From an optimization exercise on the open Yosys and OpenROAD flow, aimed at small area; shortcuts taken in it are not production practice.
Only simulation tests tie the RTL to the original design; equivalence was not proved.
The clock cells of this run come from the design's own scripts or RTL, not from TritonCTS.
The clock port is modelled as an ideal driver, which makes a skipped or thinned clock tree look cheaper than it is; a real chip needs a root buffer or a tree.
No activity file was given, so power comes from the tool's default toggle rates.

===== flow/flow/run.sh =====
#!/bin/bash
# The standard layout (standard.sh), with two changes:
# - ports are buffered with buf_1 instead of the default port buffer cell;
# - the clock tree is two clkbuf_16 buffers fed by the clock port (clock_buffers.tcl,
#   run as ORFS's PRE_CTS_TCL hook) instead of TritonCTS's H-tree;
# - before that, cells are downsized where slew and capacitance limits allow (downsize.tcl).
set -e
export BUFFER_PORTS_ARGS="-buffer_cell sky130_fd_sc_hd__buf_1"
export PRE_CTS_TCL="$(pwd)/flow/clock_buffers.tcl"
bash standard.sh > standard.log 2>&1

===== flow/flow/clock_buffers.tcl =====
# PRE_CTS_TCL hook: area recovery (downsize.tcl), then a flat clock distribution
# in place of TritonCTS's H-tree.
# The clock port drives two clkbuf_16 buffers; each drives half of the flip-flops
# (split by x position) and is placed at their centre (detailed placement, run
# after CTS in cts.tcl, legalizes it). Both buffers are alike and load-balanced, so
# every register's clock arrives at (nearly) the same time.
proc insert_clock_buffers { cell nbuf } {
  set block [ord::get_db_block]
  set master [[ord::get_db] findMaster $cell]
  set clknet [$block findNet clk]
  set sinks {}
  foreach it [$clknet getITerms] {
    set bb [[$it getInst] getBBox]
    lappend sinks [list [expr {([$bb xMin] + [$bb xMax]) / 2}] [expr {([$bb yMin] + [$bb yMax]) / 2}] $it]
  }
  set sinks [lsort -integer -index 0 $sinks]
  set n [llength $sinks]
  for {set g 0} {$g < $nbuf} {incr g} {
    set lo [expr {$g * $n / $nbuf}]
    set hi [expr {($g + 1) * $n / $nbuf - 1}]
    set grp [lrange $sinks $lo $hi]
    set inst [odb::dbInst_create $block $master clkbuf_leaf_$g]
    set net [odb::dbNet_create $block clknet_leaf_$g]
    $net setSigType CLOCK
    set xs 0; set ys 0
    foreach s $grp {
      set it [lindex $s 2]
      $it disconnect
      $it connect $net
      set xs [expr {$xs + [lindex $s 0]}]
      set ys [expr {$ys + [lindex $s 1]}]
    }
    [$inst findITerm A] connect $clknet
    [$inst findITerm X] connect $net
    set m [llength $grp]
    $inst setLocation [expr {$xs / $m}] [expr {$ys / $m}]
    $inst setPlacementStatus PLACED
    puts "clock buffer clkbuf_leaf_$g ($cell) drives $m clock pins"
  }
}

source [file join [file dirname [info script]] downsize.tcl]
downsize_all

insert_clock_buffers sky130_fd_sc_hd__clkbuf_16 2

# cts.tcl calls clock_tree_synthesis next; the tree is already built.
rename clock_tree_synthesis tritoncts_clock_tree_synthesis
proc clock_tree_synthesis { args } {
  puts "clock_tree_synthesis skipped: clock buffers inserted by clock_buffers.tcl"
  set_propagated_clock [all_clocks]
}

===== flow/flow/downsize.tcl =====
# Area recovery before CTS: swap each combinational cell to the smallest drive
# strength of its function, then undo the swap on the driver of every pin that has a
# max-slew or max-capacitance violation, until none is left. Port buffers, clock
# buffers and flip-flops are left as they are.
proc downsize_violators { } {
  set rpt [report_check_types -max_slew -max_capacitance -violators]
  set drivers {}
  foreach line [split $rpt "\n"] {
    if {[regexp {^(\S+/\S+)\s+[-0-9.]+\s+[-0-9.]+\s+[-0-9.]+\s+\(VIOLATED\)} $line -> p]} {
      set pin [get_pins -quiet $p]
      if {$pin eq ""} { continue }
      foreach net [get_nets -quiet -of_objects $pin] {
        foreach d [get_pins -quiet -of_objects $net -filter "direction==output"] {
          lappend drivers [get_full_name [get_cells -of_objects $d]]
        }
      }
    }
  }
  return [lsort -unique $drivers]
}
proc downsize_all { } {
  set swapped [dict create]
  foreach inst [get_cells *] {
    set name [get_full_name $inst]
    if {[string match clkbuf_leaf_* $name] || [string match input* $name] || [string match output* $name]} { continue }
    set lc [get_property $inst ref_name]
    if {![regexp {^(sky130_fd_sc_hd__[a-z0-9]+)_([0-9]+)$} $lc -> base drv]} { continue }
    if {[string match *df* $base] || [string match *clk* $base] || [string match *dly* $base]} { continue }
    foreach d {0 1} {
      if {$d >= $drv} { break }
      set cand ${base}_$d
      if {[llength [get_lib_cells -quiet */$cand]] == 0} { continue }
      replace_cell $inst $cand
      dict set swapped $name $lc
      break
    }
  }
  puts "downsize: swapped [dict size $swapped] cells"
  for {set iter 0} {$iter < 20} {incr iter} {
    estimate_parasitics -placement
    set undo 0
    foreach name [downsize_violators] {
      if {[dict exists $swapped $name]} {
        replace_cell [get_cells $name] [dict get $swapped $name]
        dict unset swapped $name
        incr undo
      }
    }
    puts "downsize: pass $iter restored $undo cells"
    if {$undo == 0} { break }
  }
  puts "downsize: kept [dict size $swapped] swaps"
}

===== flow/standard.sh =====
#!/bin/bash
# synth_recipe.tcl (not shown) runs the flow's synth.tcl, then flattens the netlist and writes it again
# the make line also repeats each setting of config.mk as NAME=value (left out here)
make -C /OpenROAD-flow-scripts/flow DESIGN_CONFIG=/design/flow/config.mk WORK_HOME=/design/flow/orfs CLKGATE_MAP_FILE= SYNTH_SCRIPT=/design/flow/synth_recipe.tcl "${@:-finish}"

===== flow/config.mk =====
export PLATFORM = sky130hd
export DESIGN_NAME = bombMatrixBitMap
export DESIGN_NICKNAME = bombMatrixBitMap
export VERILOG_FILES = /design/flow/design.v
export SDC_FILE = /design/flow/constraint.sdc
export NUM_CORES = 4
export LEC_CHECK = 0
export ABC_AREA = 1
export CAP_MARGIN = 20
export CORE_MARGIN = 2
export CORE_UTILIZATION = 60
export SLEW_MARGIN = 20

===== flow/constraint.sdc =====
create_clock -name core_clock -period 10.0 [get_ports {clk}]
set_input_delay 2.0000 -clock core_clock [delete_from_list [all_inputs] [get_ports {clk}]]
set_output_delay 2.0000 -clock core_clock [all_outputs]
set_load 0.01 [all_outputs]

===== flow/design.v =====
module	bombMatrixBitMap	(
					input	logic	clk,
					input	logic	resetN,
					input logic	[10:0] offsetX, 
					input logic	[10:0] offsetY,
					input	logic	InsideRectangle,  
					input logic enter_hit,  
					input	 logic signed 	[10:0]	topLeftX,  
					input	 logic signed	[10:0]	topLeftY,   
					input logic OneSecPulse,
					input logic addBombCollected,
					output logic [3:0] explosionIndexX,
					output logic [3:0] explosionIndexY,
					output logic explodeBomb,
					output	logic	drawingRequest,  
					output	logic	[7:0] RGBout   
 ) ;
	logic [7:0] pos0, pos1, pos2, pos3;  
	logic v0, v1, v2, v3;                
	logic a1, a2;                        
	logic [3:0] bomb_counter;
	logic limit4;                        
	logic [3:0] k_q;                     
	logic odd_q;                         
	logic [7:0] player_sq, pixel_sq;
	assign player_sq = {topLeftY[8:5], topLeftX[8:5]};
	assign pixel_sq  = {offsetY[8:5], offsetX[8:5]};
	logic occupied, below_limit, place;
	assign occupied = (v0 && pos0 == player_sq) || (v1 && pos1 == player_sq) ||
	                  (v2 && pos2 == player_sq);
	assign below_limit = !bomb_counter[3] && !bomb_counter[2] &&
	                     (limit4 || !(bomb_counter[1] && bomb_counter[0]));
	assign place = enter_hit && below_limit && !v3 && !occupied;
	logic pos0_gt_pos1;
	always_comb begin
		pos0_gt_pos1 = 1'b0;
		for (int i = 0; i < 8; i++)
			pos0_gt_pos1 = (pos0[i] ^ pos1[i]) ? pos0[i] : pos0_gt_pos1;
	end
	logic c0, c1, any_t1, pick0;
	assign c0 = v0;
	assign c1 = v1 && !a1;
	assign any_t1 = c0 || c1;
	assign pick0 = c0 && (!c1 || pos0_gt_pos1);
	logic [3:0] counter_inc, counter_dec;
	assign counter_inc = bomb_counter ^ {&bomb_counter[2:0], &bomb_counter[1:0], bomb_counter[0], 1'b1};
	assign counter_dec = bomb_counter ^ {~|bomb_counter[2:0], ~|bomb_counter[1:0], ~bomb_counter[0], 1'b1};
	logic [7:0] pos3_n;
	assign pos3_n = v3 ? pos3 : player_sq;
	logic h0, h1, h2, h3, hit, even;
	assign h0 = v0 && pos0 == pixel_sq;
	assign h1 = v1 && pos1 == pixel_sq;
	assign h2 = v2 && pos2 == pixel_sq;
	assign h3 = v3 && pos3 == pixel_sq;
	assign hit = h0 || h1 || h2 || h3;
	assign even = (h1 && a1) || (h2 && !a2);
	logic [3:0] k;
	bomb_shape shape (.y(offsetY[4:0]), .x(offsetX[4:0]), .k(k));
always_ff@(posedge clk or negedge resetN)
begin
	if(!resetN) begin
		k_q <= 4'd0;
		bomb_counter <= 0;
		v0 <= 0; v1 <= 0; v2 <= 0; v3 <= 0;
		explodeBomb <= 0;
		explosionIndexX <= 0;
		explosionIndexY <= 0;
		limit4 <= 0;
	end
	else begin
		if (addBombCollected) limit4 <= 1'b1;
		if (OneSecPulse) begin
			v0 <= v1 && a1;
			v1 <= v2;
			v2 <= v3 || place;
			v3 <= 1'b0;
			explodeBomb <= any_t1;
			if (any_t1) begin
				{explosionIndexY, explosionIndexX} <= pick0 ? pos0 : pos1;
				bomb_counter <= counter_dec;
			end
			else if (place) bomb_counter <= counter_inc;
		end
		else begin
			v3 <= v3 || place;
			if (place) bomb_counter <= counter_inc;
		end
		k_q <= (InsideRectangle && hit) ? k : 4'd0;
	end
end
always_ff@(posedge clk)
begin
	pos3 <= pos3_n;
	odd_q <= !even;   
	if (OneSecPulse) begin
		pos0 <= pos1;
		pos1 <= pos2;
		pos2 <= pos3_n;
		a1 <= a2;
		a2 <= !v3;
	end
end
	bomb_colour colour (.odd(odd_q), .k(k_q), .c(RGBout), .dr(drawingRequest));
endmodule
module bomb_shape (input logic [4:0] y, input logic [4:0] x, output logic [3:0] k);
	logic _000_;
	logic _001_;
	logic _002_;
	logic _003_;
	logic _004_;
	logic _005_;
	logic _006_;
	logic _007_;
	logic _008_;
	logic _009_;
	logic _010_;
	logic _011_;
	logic _012_;
	logic _013_;
	logic _014_;
	logic _015_;
	logic _016_;
	logic _017_;
	logic _018_;
	logic _019_;
	logic _020_;
	logic _021_;
	logic _022_;
	logic _023_;
	logic _024_;
	logic _025_;
	logic _026_;
	logic _027_;
	logic _028_;
	logic _029_;
	logic _030_;
	logic _031_;
	logic _032_;
	logic _033_;
	logic _034_;
	logic _035_;
	logic _036_;
	logic _037_;
	logic _038_;
	logic _039_;
	logic _040_;
	logic _041_;
	logic _042_;
	logic _043_;
	logic _044_;
	logic _045_;
	logic _046_;
	logic _047_;
	logic _048_;
	logic _049_;
	logic _050_;
	logic _051_;
	logic _052_;
	logic _053_;
	logic _054_;
	logic _055_;
	logic _056_;
	logic _057_;
	logic _058_;
	logic _059_;
	logic _060_;
	logic _061_;
	logic _062_;
	logic _063_;
	logic _064_;
	logic _065_;
	logic _066_;
	logic _067_;
	logic _068_;
	logic _069_;
	logic _070_;
	logic _071_;
	logic _072_;
	logic _073_;
	logic _074_;
	logic _075_;
	logic _076_;
	logic _077_;
	logic _078_;
	logic _079_;
	logic _080_;
	logic _081_;
	logic _082_;
	logic _083_;
	logic _084_;
	logic _085_;
	logic _086_;
	logic _087_;
	logic _088_;
	logic _089_;
	logic _090_;
	logic _091_;
	logic _092_;
	logic _093_;
	logic _094_;
	logic _095_;
	logic _096_;
	logic _097_;
	logic _098_;
	logic _099_;
	logic _100_;
	logic _101_;
	logic _102_;
	logic _103_;
	logic _104_;
	logic _105_;
	logic _106_;
	logic _107_;
	logic _108_;
	logic _109_;
	logic _110_;
	logic _111_;
	logic _112_;
	logic _113_;
	logic _114_;
	logic _115_;
	logic _116_;
	logic _117_;
	logic _118_;
	logic _119_;
	logic _120_;
	logic _121_;
	logic _122_;
	logic _123_;
	logic _124_;
	logic _125_;
	logic _126_;
	logic _127_;
	logic _128_;
	logic _129_;
	logic _130_;
	logic _131_;
	logic _132_;
	logic _133_;
	logic _134_;
	logic _135_;
	logic _136_;
	logic _137_;
	logic _138_;
	logic _139_;
	logic _140_;
	logic _141_;
	logic _142_;
	logic _143_;
	logic _144_;
	logic _145_;
	logic _146_;
	logic _147_;
	logic _148_;
	logic _149_;
	logic _150_;
	logic _151_;
	logic _152_;
	logic _153_;
	logic _154_;
	logic _155_;
	logic _156_;
	logic _157_;
	logic _158_;
	logic _159_;
	logic _160_;
	logic _161_;
	logic _162_;
	logic _163_;
	logic _164_;
	logic _165_;
	logic _166_;
	logic _167_;
	logic _168_;
	logic _169_;
	logic _170_;
	logic _171_;
	logic _172_;
	logic _173_;
	logic _174_;
	logic _175_;
	logic _176_;
	logic _177_;
	logic _178_;
	logic _179_;
	logic _180_;
	logic _181_;
	logic _182_;
	logic _183_;
	logic _184_;
	logic _185_;
	logic _186_;
	logic _187_;
	logic _188_;
	logic _189_;
	logic _190_;
	logic _191_;
	logic _192_;
	logic _193_;
	logic _194_;
	logic _195_;
	logic _196_;
	logic _197_;
	logic _198_;
	logic _199_;
	logic _200_;
	logic _201_;
	logic _202_;
	logic _203_;
	logic _204_;
	logic _205_;
	logic _206_;
	logic _207_;
	logic _208_;
	logic _209_;
	logic _210_;
	logic _211_;
	logic _212_;
	logic _213_;
	logic _214_;
	logic _215_;
	logic _216_;
	logic _217_;
	assign _050_ = ~(y[2] | y[1]);
	assign _060_ = x[1] | y[0];
	assign _071_ = x[2] & ~(x[3]);
	assign _082_ = _071_ & _060_;
	assign _093_ = x[4] ^ x[2];
	assign _103_ = x[1] | x[0];
	assign _114_ = ~(x[1] & x[0]);
	assign _125_ = _114_ & _103_;
	assign _136_ = ~(x[1] ^ x[2]);
	assign _143_ = ~((_136_ | _125_) & _093_);
	assign _144_ = _082_ & ~(_143_);
	assign _145_ = ~(x[1] | x[0]);
	assign _146_ = ~x[1];
	assign _147_ = y[0] & ~(x[0]);
	assign _148_ = _147_ | _146_;
	assign _149_ = x[4] | ~(y[0]);
	assign _150_ = ~((_149_ & _148_) | _145_);
	assign _151_ = x[3] & ~(x[2]);
	assign _152_ = _151_ & ~(_150_);
	assign _153_ = ~((_152_ | _144_) & _050_);
	assign _154_ = ~(x[4] & x[1]);
	assign _155_ = ~_154_;
	assign _156_ = y[4] & y[3];
	assign _157_ = ~(y[3] ^ x[0]);
	assign _158_ = y[4] & ~(x[1]);
	assign _159_ = _158_ & ~(_149_);
	assign _160_ = ~((_159_ & _157_) | (_156_ & _155_));
	assign _161_ = ~y[3];
	assign _162_ = y[2] & y[1];
	assign _163_ = ~y[0];
	assign _164_ = x[4] | ~(x[3]);
	assign _165_ = x[4] & ~(x[3]);
	assign _166_ = _164_ & ~(_165_);
	assign _167_ = ~((x[1] & x[0]) | y[0]);
	assign _168_ = _136_ | ~(_167_);
	assign _169_ = y[0] & x[0];
	assign _170_ = x[2] ? _147_ : _169_;
	assign _171_ = _170_ | ~(_168_);
	assign _172_ = ~((_171_ | _143_) & _166_);
	assign _173_ = _172_ | _143_;
	assign _174_ = _173_ | _163_;
	assign _175_ = _162_ & ~(_174_);
	assign _176_ = x[3] | ~(x[4]);
	assign _177_ = y[1] | ~(y[2]);
	assign _178_ = x[2] & ~(x[1]);
	assign _179_ = ~_178_;
	assign _180_ = _163_ & ~(_145_);
	assign _181_ = _179_ & ~(_180_);
	assign _182_ = _181_ | _177_;
	assign _183_ = ~x[2];
	assign _184_ = _147_ & ~(_183_);
	assign _185_ = y[2] | ~(y[1]);
	assign _186_ = ~_185_;
	assign _187_ = _167_ & ~(_183_);
	assign _188_ = ~((_187_ | _184_) & _186_);
	assign _189_ = ~((_188_ & _182_) | _176_);
	assign _190_ = ~y[2];
	assign _191_ = _164_ | _183_;
	assign _192_ = ~_191_;
	assign _193_ = y[2] & y[0];
	assign _194_ = _183_ & ~(_176_);
	assign _195_ = ~((_194_ & _190_) | (_193_ & _192_));
	assign _196_ = ~y[1];
	assign _197_ = _114_ | _196_;
	assign _198_ = ~((_197_ | _195_) & _161_);
	assign _199_ = ~((_198_ | _189_) & (_175_ | _161_));
	assign k[2] = ~((_199_ | y[4]) & (_160_ | _153_));
	assign _200_ = ~y[4];
	assign _201_ = _146_ & ~(_193_);
	assign _202_ = ~((y[2] | y[0]) & _201_);
	assign _203_ = ~((_202_ | _199_) & _200_);
	assign _204_ = ~_050_;
	assign _205_ = x[1] & y[0];
	assign _206_ = _183_ & ~(_205_);
	assign _207_ = ~(_114_ & _103_);
	assign _208_ = _207_ & ~(_136_);
	assign _209_ = _208_ | _093_;
	assign _210_ = _103_ | _163_;
	assign _211_ = _210_ & _209_;
	assign _212_ = _206_ & ~(_211_);
	assign _213_ = x[2] & ~(x[4]);
	assign _214_ = _114_ & ~(_205_);
	assign _215_ = _213_ & ~(_214_);
	assign _216_ = ~((_215_ | _212_) & x[3]);
	assign _217_ = y[0] & ~(_114_);
	assign _000_ = ~((_217_ & _071_) | _165_);
	assign _001_ = ~((_000_ & _216_) | _204_);
	assign _002_ = ~(x[1] | x[2]);
	assign _003_ = x[4] & x[3];
	assign _004_ = ~_003_;
	assign _005_ = ~x[4];
	assign _006_ = ~((_002_ & x[3]) | (_071_ & x[0]));
	assign _007_ = _006_ | y[0];
	assign _008_ = _007_ | _190_;
	assign _009_ = x[1] & x[2];
	assign _010_ = ~x[3];
	assign _011_ = y[0] & ~(y[1]);
	assign _012_ = ~((_011_ & _002_) | _010_);
	assign _013_ = _185_ | _145_;
	assign _014_ = _013_ | _217_;
	assign _015_ = ~((_014_ | x[2]) & (_012_ | _009_));
	assign _016_ = _008_ ? _015_ : y[1];
	assign _017_ = ~((_016_ & _005_) | _050_);
	assign _018_ = ~((_004_ | _002_) & _017_);
	assign _019_ = ~(_018_ & _161_);
	assign _020_ = ~((_019_ | _001_) & _203_);
	assign _021_ = ~(_209_ & y[0]);
	assign _022_ = _187_ | _164_;
	assign _023_ = _021_ & ~(_022_);
	assign _024_ = x[1] & x[0];
	assign _025_ = _024_ & ~(_191_);
	assign _026_ = _162_ & ~(_025_);
	assign _027_ = _023_ | ~(_026_);
	assign _028_ = ~(_174_ & _176_);
	assign _029_ = x[2] ? _164_ : _176_;
	assign _030_ = y[1] & ~(_029_);
	assign _031_ = _030_ | _025_;
	assign _032_ = _206_ & ~(_176_);
	assign _033_ = _164_ & ~(_032_);
	assign _034_ = _033_ | _208_;
	assign _035_ = _031_ & ~(_034_);
	assign _036_ = ~((_035_ | y[2]) & y[3]);
	assign _037_ = ~(_031_ & _190_);
	assign _038_ = ~(y[1] & y[0]);
	assign _039_ = _136_ & ~(_038_);
	assign _040_ = _039_ | _037_;
	assign _041_ = _103_ | x[4];
	assign _042_ = _154_ | _183_;
	assign _043_ = ~((_042_ & _041_) | y[0]);
	assign _044_ = ~((_043_ | _196_) & (_021_ | _166_));
	assign _045_ = ~(_044_ & _040_);
	assign _046_ = ~(_045_ | _036_);
	assign _047_ = ~((_028_ | _027_) & _046_);
	assign _048_ = _163_ & ~(_029_);
	assign _049_ = x[2] | x[3];
	assign _051_ = ~((_049_ | _114_) & y[2]);
	assign _052_ = _051_ & _172_;
	assign _053_ = _052_ | _048_;
	assign _054_ = _207_ & ~(_006_);
	assign _055_ = ~((_054_ & y[0]) | _166_);
	assign _056_ = ~((_055_ & _190_) | (_053_ & _196_));
	assign _057_ = _056_ & _203_;
	assign k[1] = ~((_057_ & y[3]) | (_047_ & _020_));
	assign _058_ = y[0] & ~(_093_);
	assign _059_ = ~_162_;
	assign _061_ = ~_054_;
	assign _062_ = _165_ & ~(_209_);
	assign _063_ = _061_ & ~(_062_);
	assign _064_ = ~((_063_ | _059_) & _040_);
	assign _065_ = _064_ & ~(_058_);
	assign _066_ = _177_ | _166_;
	assign _067_ = _093_ | y[0];
	assign _068_ = _067_ | ~(_136_);
	assign _069_ = ~(_068_ & _021_);
	assign _070_ = ~((_069_ | _066_) & y[3]);
	assign _072_ = ~((_210_ & _168_) | _177_);
	assign _073_ = _072_ & ~(_176_);
	assign _074_ = ~((_073_ | _198_) & (_070_ | _065_));
	assign _075_ = x[0] & ~(_209_);
	assign _076_ = ~((_075_ & _017_) | _155_);
	assign _077_ = ~((_076_ | x[2]) & (_017_ | _179_));
	assign _078_ = _050_ | ~(_049_);
	assign _079_ = ~((_170_ & _162_) | _078_);
	assign _080_ = _041_ | y[0];
	assign _081_ = _080_ & _153_;
	assign _083_ = _210_ | _005_;
	assign _084_ = ~((_083_ & _080_) | (_031_ & _190_));
	assign _085_ = _084_ | _217_;
	assign _086_ = ~((_085_ | _081_) & _161_);
	assign _087_ = ~((_079_ & _077_) | _086_);
	assign _088_ = ~((_018_ | _185_) & _173_);
	assign _089_ = _173_ | ~(_204_);
	assign _090_ = _089_ & ~(_055_);
	assign _091_ = _066_ | _048_;
	assign _092_ = _058_ | _054_;
	assign _094_ = _092_ | _091_;
	assign _095_ = ~(_094_ & y[3]);
	assign _096_ = ~((_090_ & _088_) | _095_);
	assign _097_ = _096_ | _200_;
	assign k[0] = ~((_097_ | _087_) & (_074_ | y[4]));
	assign _098_ = ~((_079_ & _077_) | _004_);
	assign _099_ = _017_ | x[2];
	assign _100_ = ~(_173_ & _154_);
	assign _101_ = _193_ | x[0];
	assign _102_ = ~((_101_ & _100_) | (_185_ & _177_));
	assign _104_ = _007_ & ~(_082_);
	assign _105_ = ~((_104_ & _017_) | (_102_ & _099_));
	assign _106_ = ~_060_;
	assign _107_ = ~((_054_ | _023_) & _106_);
	assign _108_ = ~((_150_ & x[2]) | _176_);
	assign _109_ = _108_ | _025_;
	assign _110_ = _174_ & ~(_109_);
	assign _111_ = ~((_110_ & _107_) | _204_);
	assign _112_ = y[1] & ~(_024_);
	assign _113_ = _112_ ? _180_ : _205_;
	assign _115_ = ~((_113_ & _213_) | y[3]);
	assign _116_ = _115_ & ~(_111_);
	assign _117_ = ~((_105_ | _098_) & _116_);
	assign _118_ = ~(_054_ & _186_);
	assign _119_ = ~((_118_ | _069_) & _156_);
	assign _120_ = _114_ ? _163_ : x[4];
	assign _121_ = _094_ | ~(_041_);
	assign _122_ = ~(_002_ & x[3]);
	assign _123_ = y[0] & ~(_122_);
	assign _124_ = _215_ | ~(_033_);
	assign _126_ = ~((_124_ | _123_) & (_187_ | _196_));
	assign _127_ = ~((_126_ | y[2]) & (_121_ | _120_));
	assign _128_ = x[2] | ~(y[1]);
	assign _129_ = _112_ & _180_;
	assign _130_ = _009_ & ~(_129_);
	assign _131_ = ~((_130_ | x[3]) & (_128_ | _103_));
	assign _132_ = ~(_131_ & x[4]);
	assign _133_ = ~(_131_ | _017_);
	assign _134_ = ~(_206_ | _164_);
	assign _135_ = ~((_134_ | y[1]) & (_133_ | _027_));
	assign _137_ = ~((_135_ & _132_) | _036_);
	assign _138_ = x[1] ? x[0] : x[2];
	assign _139_ = ~((_138_ & _186_) | _072_);
	assign _140_ = _176_ | y[3];
	assign _141_ = ~((_140_ | _139_) & _200_);
	assign _142_ = ~((_141_ | _137_) & (_127_ | _119_));
	assign k[3] = _117_ & ~(_142_);
endmodule
module bomb_colour (input logic odd, input logic [3:0] k, output logic [7:0] c, output logic dr);
	logic _00_;
	logic _01_;
	logic _02_;
	logic _03_;
	logic _04_;
	logic _05_;
	logic _06_;
	logic _07_;
	logic _08_;
	logic _09_;
	logic _10_;
	logic _11_;
	logic _12_;
	logic _13_;
	logic _14_;
	logic _15_;
	logic _16_;
	logic _17_;
	logic _18_;
	logic _19_;
	logic _20_;
	logic _21_;
	logic _22_;
	logic _23_;
	assign _00_ = k[3] | k[2];
	assign _01_ = ~(k[1] & odd);
	assign _02_ = ~(_01_ | _00_);
	assign _03_ = k[3] & k[2];
	assign _04_ = k[0] | k[1];
	assign _05_ = _04_ & ~(_03_);
	assign _06_ = odd | ~(k[1]);
	assign _07_ = ~odd;
	assign _08_ = ~(k[3] | k[0]);
	assign _09_ = ~((_08_ | _03_) & (k[1] | _07_));
	assign _10_ = ~(k[2] | odd);
	assign _11_ = ~((_10_ | k[0]) & _06_);
	assign _12_ = ~((_11_ & k[3]) | (_09_ & k[2]));
	assign _13_ = ~((_12_ | _06_) & _05_);
	assign c[6] = _13_ | _02_;
	assign _14_ = ~((k[1] | _07_) & _00_);
	assign c[5] = _14_ | _13_;
	assign _15_ = ~k[1];
	assign _16_ = ~((_08_ | _03_) & (k[0] | _15_));
	assign c[4] = ~_16_;
	assign _17_ = ~(_09_ & k[2]);
	assign c[3] = ~((_16_ & _17_) | (k[1] & _07_));
	assign _18_ = _01_ & ~(_08_);
	assign c[2] = ~((_18_ | k[2]) & _12_);
	assign c[1] = ~(_04_ | _00_);
	assign dr = ~c[1];
	assign _19_ = k[3] & ~(_01_);
	assign _20_ = ~(_19_ | k[2]);
	assign _21_ = ~(k[3] & k[2]);
	assign _22_ = ~((_21_ | _15_) & k[0]);
	assign c[0] = ~((_22_ | _20_) & dr);
	assign _23_ = _19_ | ~(_05_);
	assign c[7] = _23_ | c[3];
endmodule

==> reports/metrics.csv <==
stage,metric,value,unit
setup_path,critPathBufInv,2,
setup_path,critPathMaxFanout,16,
setup_path,cpMaxStageDelayCell,buf_1,
timing,period_share,0.448,
floorplan,die_w,88.8,um
detailed_routing,wire_per_inst,16.5,um
floorplan,core.rowCount,30,
timing,finalHoldViolCount,0,
detailed_routing,via_per_inst,6.01,
detailed_routing,vias,4459,
place,gp_congestion,1.04,
floorplan,die_h,88.8,um
logic_synthesis,syn_area,4310,um^2
setup_path,crit_required,10.11,ns
clocking,insertion_delay,0.17,ns
timing,rsz0062_at_grt,false,
global_route,antenna_found_initial,0,
timing,tightest_slew,0.812,ns
detailed_routing,dr.first_iter.drc_count,546,
worst_hold_path,min_from,a2,
setup_path,cpMostUsedCell,nand2_1,
floorplan,start_util,0.628,
clocking,path_clk_slew,0.10,ns
detailed_routing,drt_wl_total,12300,um
setup_path,crit-reg2reg-launch,v3,
finish,diodes,0,
global_route,grt_use_total,0.316,
logic_synthesis,ys_warn_count,1,
setup_path,cp-end-kind,flop,
finish,nets,716,
global_route,grt_pass1_wl,19700,um
logic_synthesis,synth_seq_area_share,0.351,
power_and_ir_drop,peakVddDrop,0.132,mV
setup_path,crit_path_cell_trace,buf_1 -> inv_1 -> nor2_1 -> nand2_1 -> nand3_1 -> nand3b_1 -> nor2_1 -> nand2_1 -> nand2_1 -> nand2_1 -> o21ai_0 -> o21ai_0 -> o21ai_0 -> and2_0,
floorplan,dieArea,7880,um^2
timing,finalMaxSlewViolations,0,
logic_synthesis,syn_nets,674,
power_and_ir_drop,power,646,uW
floorplan,ioPinCount,68,
timing,setup_viol,0,
logic_synthesis,yosysUniqueCellTypes,43,
global_route,grt.overflow.total,0,
detailed_routing,drc,0,
timing,min_period,4.48,ns
floorplan,core,6870,um^2
global_route,grt_pass1_vias,4002,
setup_path,path_delay_family,simple AND/OR/NAND/NOR gates,
timing,timing.slew.headroom,0.459,
logic_synthesis,synth.avg_cell_area,7.11,um^2
clocking,postCtsSetupRepairBufs,0,
finish,stdcell_count,742,
run_status,status,no timing/DRC/antenna violations,
logic_synthesis,postSynth.asyncResetShare,0.386,
clocking,cts_resized,0,
timing,timing.fmax,223,MHz
logic_synthesis,yosysMostFrequentCell,nand2_1,
global_route,grt_start_max_net_pins,36,
finish,synthToLayoutAreaGrowth,4.35,%
power_and_ir_drop,total_leakage_power,2.09,nW
setup_path,reg2reg_slack,7.92,ns
place,place_inst,740,
setup_path,crit_type,primary input to flop,
logic_synthesis,yosysTopAreaCell,edfxtp_1,
worst_hold_path,hold_path_class,flop to flop,
detailed_routing,dr.pass1.iters,5,
logic_synthesis,netlist_top_cells_count,"nand2_1 (147), inv_1 (88), nand3_1 (49)",
detailed_routing,drt.antenna.violating_nets,0,
place,dp_hpwl,9610,um
setup_path,arrival,4.59,ns
logic_synthesis,synth_enable_flop_cells,26,
power_and_ir_drop,power_density,144,nW/um^2
logic_synthesis,ys.flop_type,edfxtp_1,
logic_synthesis,synth_cells,606,
logic_synthesis,synth_area_leaders,"edfxtp_1 (18%), nand2_1 (13%), dfrtp_1 (13%), inv_1 (7.7%), nand3_1 (5.7%)",
setup_path,startpoint_type,primary input,
job,maxCapViolCount,0,
finish,drive_above_1_share,0.00619,
place,port_buffers,49,
clocking,ctsHoldBuffers,0,
timing,fin_tns_setup,0,ns
setup_path,slowest_delay,0.52,ns
logic_synthesis,synth-seq-cells,57,
timing,fin_worst_skew,0.0102,ns
logic_synthesis,synth_top_area_share,0.181,
setup_path,critPathLaunch,offsetY[0],
## path summary, 6_finish.rpt
path,depth (start not counted),end
setup reg to reg,8,k_q[3]
min in group asynchronous,1,explosionIndexY[0]
setup / recovery,14,k_q[1]
hold reg to reg,0,a1
max in group asynchronous,1,v0
hold / removal,0,a1
## cells in the final DEF (no fill, tap or decap), types with 3 or more instances in the layout
cell type and instances:
nand2_1 154, a211oi_1 3, xor2_1 3, ha_1 18, o21ai_0 48, nand3_1 54, or2_0 3, xnor2_1 13
nor3_1 11, buf_1 48, a31oi_1 4, dfrtp_1 22, dfxtp_1 9, inv_1 93, edfxtp_1 26, a21oi_1 33
o22ai_1 27, o2111ai_1 4, nand4_1 9, nor2_1 47
## worst reg2reg max path, cell delays in order, from the launching register on
cell and delay [ns]:
dfrtp_1 0.68, inv_1 0.24, a21oi_1 0.18, nand3_1 0.12
o22ai_1 0.24, o21ai_0 0.23, nor2_1 0.14, nand2_1 0.06
a21oi_1 0.12
## flip-flops by register name, summed over array words and instances (netlist names)
register / count
pos0: 8
pos1: 8
pos2: 8
pos3: 8
bomb_counter: 4
explosionIndexX: 4
explosionIndexY: 4
k_q: 4
a1: 1
a2: 1
explodeBomb: 1
limit4: 1
odd_q: 1
v0: 1
v1: 1
v2: 1
v3: 1
## metrics by stage
step	hold slack, ns	instance area (um^2)	setup slack [ns]	utilization
finish	0.448	4500	5.52	0.655
global route	0.461	4500	5.16	0.655
CTS	0.455	4500	5.60	0.655
detailed placement	0.431	4550	5.70	0.662
global placement	0.423	4550	5.70	0.662
floorplan	0.421	4310	6.48	-
## per-layer routing
layer  part of all wire  track usage
met1               0.43        0.476
met2               0.44        0.482
met3               0.10       0.0448
met4              0.019       0.0702
met5                  0            0
## power by group
part           total (mW)  switching (mW)  internal [mW]
Combinational       0.217           0.140         0.0777
Sequential          0.337          0.0410          0.296
Clock              0.0920          0.0550         0.0370
Total               0.646           0.236          0.411
## cell families (layout without fill, tap and decap cells)
family	after synthesis	in the layout	share of synthesized area
adder cells (fa/ha/maj)	18	18	0.0522
XOR/XNOR	16	16	0.0325
buffers and inverters	105	145	0.0998
AND/OR/NAND/NOR	280	280	0.288
flip-flops	57	57	0.351
AO/OA/AOI/OAI	130	130	0.176
## cell type report
cell class / count / area (um^2)
tap: 96 / 120
timing repair buffer: 50 / 190
sequential: 57 / 1510
buffer: 2 / 50.0
inverter: 93 / 349
multi-input combinational: 444 / 2280
fill: 684 / 2370

re-timing with driven ports:
No port has a modelled driver above. Below, the same layout with a new extraction and two added sets of constraints.
Step 1 assumes that a clkbuf_16 drives the clock port and a buf_2 every other input.
Step 2 times the ports against the registers' clock, not the clock port: input delays grow and output delays shrink by t, the midpoint of the rising clock arrivals with the driver on.
Three values: no drivers, after step 1, after step 2; two values: the first two.
shift t [ns]: 0.216
slack for setup (ns): 5.525 / 5.553 / 5.337
latest minus earliest clock arrival (ns): 0.010 / 0.010
cell pins on the clock port's net: 2
After both steps this run still meets setup and hold. For this run, drivers alone change the setup slack by +0.028 ns; drivers and shift together by -0.188 ns.
